Context: an optimization exercise on an open-source flow, tuned for small area and a short achievable clock period. The choices shown serve that exercise and are no tape-out recipe. No functional check of the RTL was part of any run shown here.

==> flow/design.v, too long to show whole: its modules and the start of the top module <==
// module convolution: 2604 lines
// module fa: 4 lines
module convolution (
    input clk,
    input rst,
    input signed [15:0] x_in,
    output signed [31:0] y_out,
    output signed [31:0] y_out_t
);
  // ...
==> flow/flow/run.sh <==
#!/bin/bash
# Standard ORFS layout, with repair_timing asked to keep a larger setup margin
# than the clock period needs, so that it works on the paths that set the
# achieved period.  Constraints (constraint.sdc) are unchanged.
set -euo pipefail
export SETUP_SLACK_MARGIN=10.8
bash standard.sh finish > standard_finish.log 2>&1
==> flow/standard.sh <==
#!/bin/bash
# synth_recipe.tcl (not shown) runs the flow's synth.tcl, then flattens the netlist and writes it again
# the make line also repeats each setting of config.mk as NAME=value (left out here)
make -C /OpenROAD-flow-scripts/flow DESIGN_CONFIG=/design/flow/config.mk WORK_HOME=/design/flow/orfs CLKGATE_MAP_FILE= SYNTH_SCRIPT=/design/flow/synth_recipe.tcl "${@:-finish}"
==> flow/config.mk <==
export PLATFORM = sky130hd
export DESIGN_NAME = convolution
export DESIGN_NICKNAME = convolution
export VERILOG_FILES = /design/flow/design.v
export SDC_FILE = /design/flow/constraint.sdc
export NUM_CORES = 4
export LEC_CHECK = 0
export CAP_MARGIN = 20
export CORE_MARGIN = 2
export CORE_UTILIZATION = 40
export CTS_CLUSTER_DIAMETER = 80
export CTS_CLUSTER_SIZE = 28
export SLEW_MARGIN = 20
export SYNTH_HIERARCHICAL = 1
==> flow/constraint.sdc <==
create_clock -name core_clock -period 15.0 [get_ports {clk}]
set_input_delay 3.0000 -clock core_clock [delete_from_list [all_inputs] [get_ports {clk}]]
set_output_delay 3.0000 -clock core_clock [all_outputs]
set_load 0.01 [all_outputs]
==> impl_metrics.json, run 1 <==
{
  "layout.cells.most_common_list": "892 x fa_1, 787 x dfrtp_1, 291 x inv_1, 118 x ha_1, 78 x buf_4",
  "finalSetupViolCount": 0,
  "preCtsSetupSlack_ns": 8.67,
  "number_of_global_route_vias_before_repair": 24500,
  "tapCellCount": 1488,
  "design.die.area_sq_um": 115000,
  "arrival_time_of_the_worst_setup_path_ns": 1.35,
  "port_buffers": 81,
  "cap_viol_max_count": 0,
  "startpoint": "ytn$_DFFE_PP1N_",
  "min_path_cells": 0,
  "average_wire_length_per_cell_after_detail_routing_um": 22.5,
  "layout.cells.most_common": "fa_1",
  "post_synth_inst_count": 2609,
  "layout.nets": 3864,
  "dp_hpwl_um": 77200,
  "adder_cell_share_of_the_synthesized_area_pct": 44.3,
  "wl_met2_um": 49300,
  "post_synth_and_or_nand_nor_area_fraction_pct": 1.59,
  "timing.final.hold_violations": 0,
  "hp-class": "flop to flop",
  "crit_path_cell_trace": "inv_4 > buf_2",
  "top_regs": "rc: 31 flops, rs: 31 flops, y: 31 flops",
  "buffer_area_share_pct": 3.44,
  "layout-drive-gt1-share_pct": 13.1,
  "rsz_0062_raised_after_global_routing": "true",
  "multi_input_combinational_area_share_pct": 45.5,
  "synth_compound_area_share_pct": 2.74,
  "global_route_wire_length_before_repair_um": 156000,
  "cts_max_path_buffers": 3,
  "drt_pass1_iterations": 5,
  "status": "finished clean",
  "grt.total_usage_pct": 18.1,
  "timing.critical_path.slowest_cell_delay_ns": 0.55,
  "hold_path_end": "s4[11]$_DFF_PP0_",
  "grt_antenna_before_repair": 1,
  "synth_commonest_cells": "909 x fa_1, 800 x dfrtp_1, 294 x inv_1, 136 x ha_1, 59 x nand2_1",
  "critical_path_class": "flop to output pin",
  "min-delay-start": "s3[11]$_DFF_PP0_",
  "cts-resized-gates": 374
}
==> run 2, diff against run 1 <==
--- a/flow/config.mk
+++ b/flow/config.mk
@@ -8,5 +8,5 @@
 export CAP_MARGIN = 20
 export CORE_MARGIN = 2
-export CORE_UTILIZATION = 40
+export CORE_UTILIZATION = 30
 export CTS_CLUSTER_DIAMETER = 80
 export CTS_CLUSTER_SIZE = 28
==> run 2 against run 1 <==
  * Die area is 33% higher
  * Count of clock-buffer cells in the layout is 5 lower
  * Via count is 0.22% lower
  * Non-clock buffer count is 19 higher
  * Critical path type unchanged
==> impl_metrics.json, run 2 <==
{
  "globalplace.congestion": 0.827,
  "synth_most_common_cell": "fa_1",
  "design.die.area_sq_um": 153000,
  "layout.nets": 3885,
  "layout.cells.most_common": "fa_1",
  "finalMaxSlewViolations": 0,
  "post_synth_inst_count": 2609,
  "port_buffers": 81,
  "timing.final.hold_violations": 0,
  "drt_pass1_iterations": 5,
  "die_height_um": 391,
  "number_of_buffers_added_to_fix_hold_violations_after_cts": 0,
  "synth_seq_cells": 847,
  "wirelength_um": 96800,
  "dp_cells": 4600,
  "critical_path_buf_inv_count": 2,
  "average_cell_area_after_synthesis_sq_um": 17.2,
  "pin_count_of_the_biggest_net_entering_global_routing": 168,
  "hp-class": "flop to flop",
  "synth_commonest_cells": "909 x fa_1, 800 x dfrtp_1, 294 x inv_1, 136 x ha_1, 59 x nand2_1",
  "core-area_sq_um": 148000,
  "layout.cells.most_common_list": "885 x fa_1, 785 x dfrtp_1, 287 x inv_1, 117 x ha_1, 98 x buf_4",
  "arrival_time_of_the_worst_setup_path_ns": 1.36,
  "cts_made_buffers": 41,
  "min_path_cells": 0,
  "synth_enable_flop_cells": 0,
  "timing.critical_path.slowest_cell_delay_ns": 0.55,
  "clockRootBuffer": "clkbuf_16",
  "antenna-diode-count": 0,
  "critPathMaxFanout": 9,
  "drc": 0,
  "finalSetupViolCount": 0,
  "tightest_slew_ns": 0.837,
  "count_of_pins_on_the_block_boundary": 82,
  "clk_transition_reported_paths_ns": 0.11,
  "synthDistinctLibCells": 64,
  "cap_viol_max_count": 0,
  "crit_path_cell_trace": "inv_4 > buf_2",
  "final.period_utilization_pct": 29.0,
  "status": "finished clean",
  "synth-main-ff-cell": "dfrtp_1",
  "gr-total-overflow": 0,
  "ff2ff_path_depth": 9,
  "finalCriticalPeriod_ns": 4.36,
  "cts_max_path_buffers": 3,
  "dp_hpwl_um": 76100,
  "clock-sinks": 847,
  "mappedNetlistArea_sq_um": 44900,
  "timing.critical_path.from_type": "flop",
  "max_slew_margin_pct": 43.9,
  "synth.largest_area_cell": "dfrtp_1",
  "detail_route.iter0.violations": 1302,
  "flow.area_growth_from_synthesis_pct": 13.6,
  "grt_antenna_before_repair": 0,
  "crit_path_max_delay_cell_type": "dfstp_2",
  "route.antenna.remaining_nets": 0,
  "synthDominantCellAreaShare_pct": 44.6,
  "number_of_global_route_vias_before_repair": 23700,
  "register_area_share_after_synthesis_pct": 47.3,
  "top_regs": "rc: 31 flops, rs: 31 flops, y: 31 flops",
  "worst_path_dominant_cell_family": "flip-flops",
  "stdcell_count": 4783,
  "insertion_delay_to_the_later_sink_of_the_worst_skew_pair_ns": 0.65,
  "std_cell_rows": 141,
  "cp_data_required_time_ns": 12.00,
  "totalNegativeSetupSlack_ns": 0,
  "die_width_um": 391,
  "critPathCaptureType": "output pin",
  "htreeDepth": 2,
  "worst_clock_skew_ns": 0.0421,
  "layout-drive-gt1-share_pct": 14.4,
  "initial_utilization_pct": 30.3,
  "fmaxAchievable_mhz": 230,
  "route.vias.total": 20300,
  "global_route_wire_length_before_repair_um": 152000,
  "worstSetupPathDepth": 2,
  "async_flop_share_pct": 100,
  "grt.total_usage_pct": 13.4,
  "cts_tree": "done",
  "average_wire_length_per_cell_after_detail_routing_um": 20.2,
  "rsz_0062_raised_after_global_routing": "true",
  "routed_via_count_divided_by_cell_count": 4.24,
  "synth.yosys.warnings": 7,
  "critical_path_class": "flop to output pin",
  "synth_fp_nets": 3672,
  "synth_top_cells_by_area": "dfrtp_1 45%, fa_1 41%, ha_1 3.8%"
}
[run 2: logic make-up (layout without fill, tap and decap cells)]
kind of cell             after synthesis  in the layout  synth area share [%]
adder cells (fa/ha/maj)             1045           1045                  44.3
flip-flops                           847            847                  47.3
buffers and inverters                329            573                  2.93
AO/OA/AOI/OAI                        185            185                  2.74
AND/OR/NAND/NOR                      147            147                  1.59
XOR/XNOR                              54             54                  1.05
multiplexers                           2              2                0.0446
[run 2: Yosys stat by module, one instance, submodules excluded]
module / cells / copies in the design / flip-flops and latches / cell area [sq um]
convolution: 1702 / 1 / 847 / 26700
fa: 1 / 907 / 0 / 20.0
[run 2: area by class of cell]
class / count / area (sq um)
timing repair buffer: 204 / 1920
tap: 1930 / 2410
clock buffer: 55 / 1100
timing repair inverter: 1 / 5.00
fill: 14100 / 97200
inverter: 294 / 1130
multi-input combinational: 1433 / 22900
clock inverter: 19 / 241
sequential: 847 / 21300
[run 2: repair_timing]
action                                  CTS  global route
gates cloned                              4             2
pin swaps                                 9            31
endpoints found under the setup margin  842           355
gates resized for setup                 382            99
buffers inserted                         66            37
[run 2: routing by layer]
| metal | routed length, um | vias to the layer above | track usage, % |
|---|---|---|---|
| met5 | 0 | - | 0 |
| met4 | 1680 | 0 | 2.50 |
| met3 | 2680 | 78 | 1.48 |
| met2 | 49700 | 274 | 22.4 |
| met1 | 42800 | 11400 | 18.9 |
| li1 | - | 8503 | - |
[run 2: worst register-to-register path, stage by stage, from the launching register on]
cell	delay (ns)
dfrtp_4	0.51
buf_4	0.16
buf_4	0.17
fa_1	0.56
fa_1	0.43
fa_2	0.36
fa_1	0.46
fa_2	0.37
fa_1	0.47
fa_1	0.54
[run 2: path summary, 6_finish.rpt]
path | startpoint | to | slack, ns
max | ytn$_DFFE_PP1N_ | y_out_t[29] | 10.64
min | s35[8]$_DFF_PP0_ | s36[8]$_DFF_PP0_ | 0.32
max reg2reg | s0[6]$_DFF_PP0_ | rc[13]$_DFF_PP0_ | 10.84
min reg2reg | s35[8]$_DFF_PP0_ | s36[8]$_DFF_PP0_ | 0.32
max in group asynchronous | rst | zv16_0$_DFF_PP1_ | 10.92
min in group asynchronous | rst | s1[7]$_DFF_PP0_ | 3.05
[run 2: stage by stage]
step / util (%) / instance area (sq um) / hold WS [ns] / worst slack (ns)
final: 34.4 / 51000 / 0.322 / 10.64
after CTS: 33.9 / 50200 / 0.329 / 10.60
after global routing: 34.4 / 51000 / 0.335 / 10.59
after global placement: 32.5 / 48100 / 0.332 / 8.56
after floorplan: - / 44900 / 0.331 / 0.400
after detailed placement: 32.5 / 48100 / 0.335 / 8.51
==> run 3, diff against run 2 <==
--- a/flow/flow/run.sh
+++ b/flow/flow/run.sh
@@ -4,4 +4,4 @@
 # achieved period.  Constraints (constraint.sdc) are unchanged.
 set -euo pipefail
-export SETUP_SLACK_MARGIN=10.8
+export SETUP_SLACK_MARGIN=10.6
 bash standard.sh finish > standard_finish.log 2>&1
--- a/flow/config.mk
+++ b/flow/config.mk
@@ -8,5 +8,5 @@
 export CAP_MARGIN = 20
 export CORE_MARGIN = 2
-export CORE_UTILIZATION = 30
+export CORE_UTILIZATION = 40
 export CTS_CLUSTER_DIAMETER = 80
 export CTS_CLUSTER_SIZE = 28
==> run 3 against run 2 <==
  * Clock skew shrank 0.013 ns
  * Synthesized area is the same
  * Sequential share of layout area grew 0.99 points
  * First-iteration DRC count shrank 0.69%
  * Routed wire length is essentially flat
  * Count of clock-buffer cells in the layout grew 1
  * Fmax shrank 0.38%
  * Synthesized cell count is the same
  * Critical path depth is the same
==> impl_metrics.json, run 3 <==
{
  "totalNegativeSetupSlack_ns": 0,
  "std_cell_rows": 122,
  "synth-main-ff-cell": "dfrtp_1",
  "cts_tree": "done",
  "die_width_um": 339,
  "synth.largest_area_cell": "dfrtp_1",
  "top_regs": "rc: 31 flops, rs: 31 flops, y: 31 flops",
  "synth_enable_flop_cells": 0,
  "arrival_time_of_the_worst_setup_path_ns": 1.37,
  "critPathMaxFanout": 9,
  "clk_transition_reported_paths_ns": 0.11,
  "routed_via_count_divided_by_cell_count": 4.68,
  "post_synth_inst_count": 2609,
  "tightest_slew_ns": 0.687,
  "clock-sinks": 847,
  "pin_count_of_the_biggest_net_entering_global_routing": 92,
  "cp_data_required_time_ns": 12.00,
  "critical_path_class": "flop to output pin",
  "dp_hpwl_um": 77000,
  "critPathCaptureType": "output pin",
  "synth_seq_cells": 847,
  "fmaxAchievable_mhz": 229,
  "clockRootBuffer": "clkbuf_16",
  "route.vias.total": 20100,
  "finalCriticalPeriod_ns": 4.37,
  "worst_clock_skew_ns": 0.0290,
  "layout.nets": 3832,
  "status": "finished clean",
  "crit_path_max_delay_cell_type": "dfstp_2",
  "stdcell_count": 4291,
  "globalplace.congestion": 0.864,
  "max_slew_margin_pct": 54.2,
  "synthDistinctLibCells": 64,
  "cts_made_buffers": 41,
  "drt_pass1_iterations": 5,
  "async_flop_share_pct": 100,
  "insertion_delay_to_the_later_sink_of_the_worst_skew_pair_ns": 0.64,
  "finalMaxSlewViolations": 0,
  "port_buffers": 81,
  "synthDominantCellAreaShare_pct": 44.6,
  "cap_viol_max_count": 0,
  "preCtsSetupSlack_ns": 8.17,
  "timing.final.hold_violations": 0,
  "synth_commonest_cells": "909 x fa_1, 800 x dfrtp_1, 294 x inv_1, 136 x ha_1, 59 x nand2_1",
  "count_of_pins_on_the_block_boundary": 82,
  "detail_route.iter0.violations": 1293,
  "die_height_um": 339,
  "average_wire_length_per_cell_after_detail_routing_um": 22.6,
  "drc": 0,
  "final.period_utilization_pct": 29.2,
  "timing.critical_path.from_type": "flop",
  "hp-class": "flop to flop",
  "grt.total_usage_pct": 18.0,
  "multi_input_area_sq_um": 22600,
  "flow.area_growth_from_synthesis_pct": 10.9,
  "design.die.area_sq_um": 115000,
  "number_of_buffers_added_to_fix_hold_violations_after_cts": 0,
  "average_cell_area_after_synthesis_sq_um": 17.2,
  "layout.cells.most_common_list": "909 x fa_1, 789 x dfrtp_1, 291 x inv_1, 129 x ha_1, 59 x nand2_1",
  "number_of_global_route_vias_before_repair": 24200,
  "layout-drive-gt1-share_pct": 9.24,
  "layout.cells.most_common": "fa_1",
  "dp_cells": 4159,
  "grt_antenna_before_repair": 0,
  "wirelength_um": 96900,
  "seq_area_sq_um": 21300,
  "synth_most_common_cell": "fa_1",
  "fillCellCount": 9592,
  "mappedNetlistArea_sq_um": 44900,
  "gr-total-overflow": 0,
  "synth_fp_nets": 3672,
  "register_area_share_after_synthesis_pct": 47.3,
  "rsz_0062_raised_after_global_routing": "true",
  "crit_path_cell_trace": "inv_6 > buf_6",
  "global_route_wire_length_before_repair_um": 156000,
  "synth_top_cells_by_area": "dfrtp_1 45%, fa_1 41%, ha_1 3.8%",
  "finalSetupViolCount": 0,
  "timing.critical_path.slowest_cell_delay_ns": 0.57,
  "htreeDepth": 2,
  "cts_max_path_buffers": 3,
  "synth.yosys.warnings": 7,
  "final_critical_path_setup_slack_ns": 10.63,
  "initial_utilization_pct": 40.5,
  "route.antenna.remaining_nets": 0,
  "core-area_sq_um": 111000,
  "final.hold.worst_slack_ns": 0.352
}
run 3: through the flow:
| step | util (%) | area [sq um] |
|---|---|---|
| after floorplan | - | 44900 |
| after global placement | 42.8 | 47500 |
| after detailed placement | 42.8 | 47500 |
| after CTS | 44.6 | 49500 |
| after global routing | 44.9 | 49800 |
| final | 44.9 | 49800 |
run 3: worst paths after layout:
kind | from | to | slack, ns | cells past startpoint
worst max-delay path | ytn$_DFFE_PP1N_ | y_out_t[29] | 10.63 | 2
worst min-delay path | s12[13]$_DFF_PP0_ | s13[13]$_DFF_PP0_ | 0.35 | 0
worst max register to register | s0[3]$_DFF_PP0_ | y[29]$_DFF_PP0_ | 10.71 | 14
worst min register to register | s12[13]$_DFF_PP0_ | s13[13]$_DFF_PP0_ | 0.35 | 0
max in group asynchronous | rst | s26[13]$_DFF_PP0_ | 10.66 | 5
min in group asynchronous | rst | rc[2]$_DFF_PP0_ | 2.96 | 2
run 3: routing by layer:
layer  share of wire, %  track usage [%]
met2                 52             29.8
met5                  0                0
met3                2.9             2.06
met1                 44             26.2
met4                1.7             3.42
run 3: cell type report:
| cell class | instances | area share [%] |
|---|---|---|
| Clock buffer | 56 | 2.21 |
| Clock inverter | 20 | 0.716 |
| Tap cell | 1488 | 3.74 |
| Multi-Input combinational cell | 1433 | 45.3 |
| Sequential cell | 847 | 42.7 |
| Inverter | 294 | 2.24 |
| Timing Repair inverter | 2 | 0.0251 |
| Timing Repair Buffer | 150 | 3.04 |
| Antenna cell | 1 | 0.00502 |
run 3: per-module statistics from Yosys (local to each module, per instance):
| module | copies in the design | cell area, sq um |
|---|---|---|
| convolution | 1 | 26700 |
| fa | 907 | 20.0 |
run 3: repair_timing:
action | in CTS | in global routing
gates cloned | 4 | 2
setup buffers | 36 | 13
gates resized for setup | 191 | 40
endpoints found under the setup margin | 793 | 474
pin swaps | 1 | 6
run 3: logic make-up after synthesis:
family	Yosys count	share of synthesized area (%)
compound gates	185	2.74
buf+inv	329	2.93
flops	847	47.3
fa+ha+maj	1045	44.3
simple gates	147	1.59
xor+xnor	54	1.05
mux	2	0.0446
run 3: worst max-delay path, delay by kind of cell (launching register included):
| family | cells | cell delay, ns |
|---|---|---|
| flops | 1 | 0.57 |
| buf+inv | 2 | 0.18 |
==> run 4, diff against run 3 <==
==> flow/run.sh (new file) <==
#!/bin/bash
# synth_recipe.tcl (not shown) runs the flow's synth.tcl, then flattens the netlist and writes it again
# the make line also repeats each setting of config.mk as NAME=value (left out here)
make -C /OpenROAD-flow-scripts/flow DESIGN_CONFIG=/design/flow/config.mk WORK_HOME=/design/flow/orfs CLKGATE_MAP_FILE= SYNTH_SCRIPT=/design/flow/synth_recipe.tcl finish
removed: flow/flow/run.sh
removed: flow/standard.sh
==> run 4 against run 3 <==
  * Fmax fell by 27%
  * Flip-flop and latch count did not move
  * Register-to-register slack got worse by 0.92 ns
  * Critical path depth is 3 higher
  * Clock skew shrank 0.0012 ns
  * Worst hold slack worse by 0.00068 ns
  * Worst setup slack worse by 1.6 ns
  * Critical path type is now input pin to async pin
  * Highest routed layer unchanged
==> impl_metrics.json, run 4 <==
{
  "detail_route.iter0.violations": 1354,
  "layout-drive-gt1-share_pct": 5.13,
  "preCtsSetupSlack_ns": 8.17,
  "cts_max_path_buffers": 3,
  "drc": 0,
  "post_synth_inst_count": 2609,
  "layout.cells.most_common": "fa_1",
  "synth.yosys.warnings": 7,
  "htreeDepth": 2,
  "async_flop_share_pct": 100,
  "final.hold.worst_slack_ns": 0.351,
  "synth.largest_area_cell": "dfrtp_1",
  "number_of_buffers_added_to_fix_hold_violations_after_cts": 0,
  "die_height_um": 339,
  "register_area_share_after_synthesis_pct": 47.3,
  "core-area_sq_um": 111000,
  "timing.final.hold_violations": 0,
  "synth_enable_flop_cells": 0,
  "cts_made_buffers": 41,
  "cts-resized-gates": 0,
  "postCtsSetupRepairBufs": 0,
  "top_regs": "rc: 31 flops, rs: 31 flops, y: 31 flops",
  "pin_count_of_the_biggest_net_entering_global_routing": 183,
  "synth_top_cells_by_area": "dfrtp_1 45%, fa_1 41%, ha_1 3.8%",
  "max_slew_margin_pct": 34.4,
  "gr-total-overflow": 0,
  "cp_data_required_time_ns": 15.67,
  "grt_antenna_before_repair": 0,
  "average_cell_area_after_synthesis_sq_um": 17.2,
  "finalMaxSlewViolations": 0,
  "dp_hpwl_um": 77000,
  "ff2ff_path_depth": 11,
  "totalNegativeSetupSlack_ns": 0,
  "die_width_um": 339,
  "layout.nets": 3777,
  "fmaxAchievable_mhz": 168,
  "mappedNetlistArea_sq_um": 44900,
  "hp-class": "flop to flop",
  "rsz_0062_raised_after_global_routing": "false",
  "status": "finished clean",
  "cap_viol_max_count": 0,
  "critPathCaptureType": "async pin",
  "routed_via_count_divided_by_cell_count": 4.69,
  "final_critical_path_setup_slack_ns": 9.04,
  "initial_utilization_pct": 40.5,
  "average_wire_length_per_cell_after_detail_routing_um": 22.3,
  "synth_fp_nets": 3672,
  "clock-sinks": 847,
  "clockRootBuffer": "clkbuf_16",
  "placed_cell_area_sq_um": 47500,
  "number_of_global_route_vias_before_repair": 23800,
  "route.vias.total": 19900,
  "grt.total_usage_pct": 17.7,
  "finalSetupViolCount": 0,
  "route.antenna.remaining_nets": 0,
  "wirelength_um": 94600,
  "finalCriticalPeriod_ns": 5.96,
  "critPathMaxFanout": 72,
  "antenna-diode-count": 0,
  "final.period_utilization_pct": 39.7,
  "design.die.area_sq_um": 115000,
  "count_of_pins_on_the_block_boundary": 82,
  "final_cell_area_sq_um": 49000,
  "final_util_pct": 44.1,
  "synth-main-ff-cell": "dfrtp_1",
  "clk_transition_reported_paths_ns": 0.11,
  "synthDistinctLibCells": 64,
  "flow.area_growth_from_synthesis_pct": 9.08,
  "globalplace.congestion": 0.864,
  "synth_most_common_cell": "fa_1",
  "fillCellCount": 9642,
  "timing.critical_path.from_type": "input pin",
  "synth_seq_cells": 847,
  "tightest_slew_ns": 0.984,
  "port_buffers": 81,
  "synthDominantCellAreaShare_pct": 44.6,
  "worst_clock_skew_ns": 0.0278,
  "critical_path_class": "input pin to async pin",
  "min_path_cells": 0,
  "global_route_wire_length_before_repair_um": 153000,
  "std_cell_rows": 122,
  "drt_pass1_iterations": 5,
  "synth_commonest_cells": "909 x fa_1, 800 x dfrtp_1, 294 x inv_1, 136 x ha_1, 59 x nand2_1",
  "insertion_delay_to_the_later_sink_of_the_worst_skew_pair_ns": 0.65,
  "cts_tree": "done",
  "layout.cells.most_common_list": "909 x fa_1, 800 x dfrtp_1, 293 x inv_1, 136 x ha_1, 81 x clkdlybuf4s50_1",
  "arrival_time_of_the_worst_setup_path_ns": 6.63
}
## run 4: cell count changes in the layout (fill, tap and decap cells not counted), sizes merged, moves of 3 or more
cell	change
dlygate4sd2	-44
clkdlybuf4s50	+64
buf	-66
clkdlybuf4s15	-4
clkbuf	-3
clkinvlp	-3
## run 4: final timing paths
path	startpoint	to	slack (ns)
max	rst	s30[6]$_DFF_PP0_	9.04
min	s12[13]$_DFF_PP0_	s13[13]$_DFF_PP0_	0.35
max reg2reg	s0[2]$_DFF_PP0_	v[23]$_DFF_PP0_	9.79
min reg2reg	s12[13]$_DFF_PP0_	s13[13]$_DFF_PP0_	0.35
max in group core_clock	s0[2]$_DFF_PP0_	v[23]$_DFF_PP0_	9.79
min in group asynchronous	rst	rc[4]$_DFF_PP0_	2.94
## run 4: layout make-up
cell class | instances | area (sq um) | share of cell area [%]
multi-input cells | 1433 | 22300 | 45.6
repair buffers | 97 | 960 | 1.96
flip-flops and latches | 847 | 21300 | 43.4
clock buffers | 56 | 1100 | 2.25
clock inverters | 20 | 357 | 0.728
inverters | 294 | 1110 | 2.26
well taps | 1488 | 1860 | 3.80
## run 4: metal layers
metal	GRT usage, %	wire length [um]
met2	29.3	48800
met4	3.26	1570
met3	2.02	3160
met5	0	0
met1	25.8	41100
## run 4: through the flow
stage	cells
2_1_floorplan	2609
3_3_place_gp	4159
3_5_place_dp	4159
4_1_cts	4235
5_1_grt	4235
6_report	4235
## run 4: logic make-up after synthesis
family | count (synthesis) | share of synthesized area [%]
simple gates | 147 | 1.59
fa+ha+maj | 1045 | 44.3
flops | 847 | 47.3
compound gates | 185 | 2.74
buf+inv | 329 | 2.93
xor+xnor | 54 | 1.05
mux | 2 | 0.0446
## run 4: per-module statistics from Yosys, one instance, submodules excluded
module,area (sq um),copies in the design
convolution,26700,1
fa,20.0,907
## run 4: critical path, stage by stage
cell             delay (ns)
clkdlybuf4s50_1        0.45
clkinvlp_4             0.66
buf_4                  0.81
buf_4                  0.77
buf_4                  0.82

-- port drivers added, routing unchanged --
Ports are ideal in the flow. The routed layouts listed here were re-timed in OpenROAD. Step 1 sets driving cells, clkbuf_16 on the clock port and buf_2 on the other inputs (assumed; they add their load-dependent delay and slew). Step 2, shift: input delay + t, output delay - t, t = (earliest + latest rising clock arrival at the registers) / 2. This alone moves slack from input paths to output paths. Three values: ideal, step 1, step 2; two values: the first two.
| run | t, ns | slack for setup (ns) | worst register clock-pin slew, ns |
|---|---|---|---|
| run 1 | 0.681 | 10.652 / 10.588 / 10.271 | 0.12 / 0.12 |
| run 2 | 0.689 | 10.644 / 10.580 / 10.227 | 0.11 / 0.11 |
| run 3 | 0.695 | 10.627 / 10.562 / 9.989 | 0.11 / 0.11 |
| run 4 | 0.695 | 9.044 / 9.072 / 8.377 | 0.11 / 0.11 |
After both steps every run listed still meets setup and hold. For run 4, which loses most, drivers alone change the setup slack by +0.028 ns; drivers and shift together by -0.667 ns. The worst setup slack also covers recovery checks on asynchronous resets.
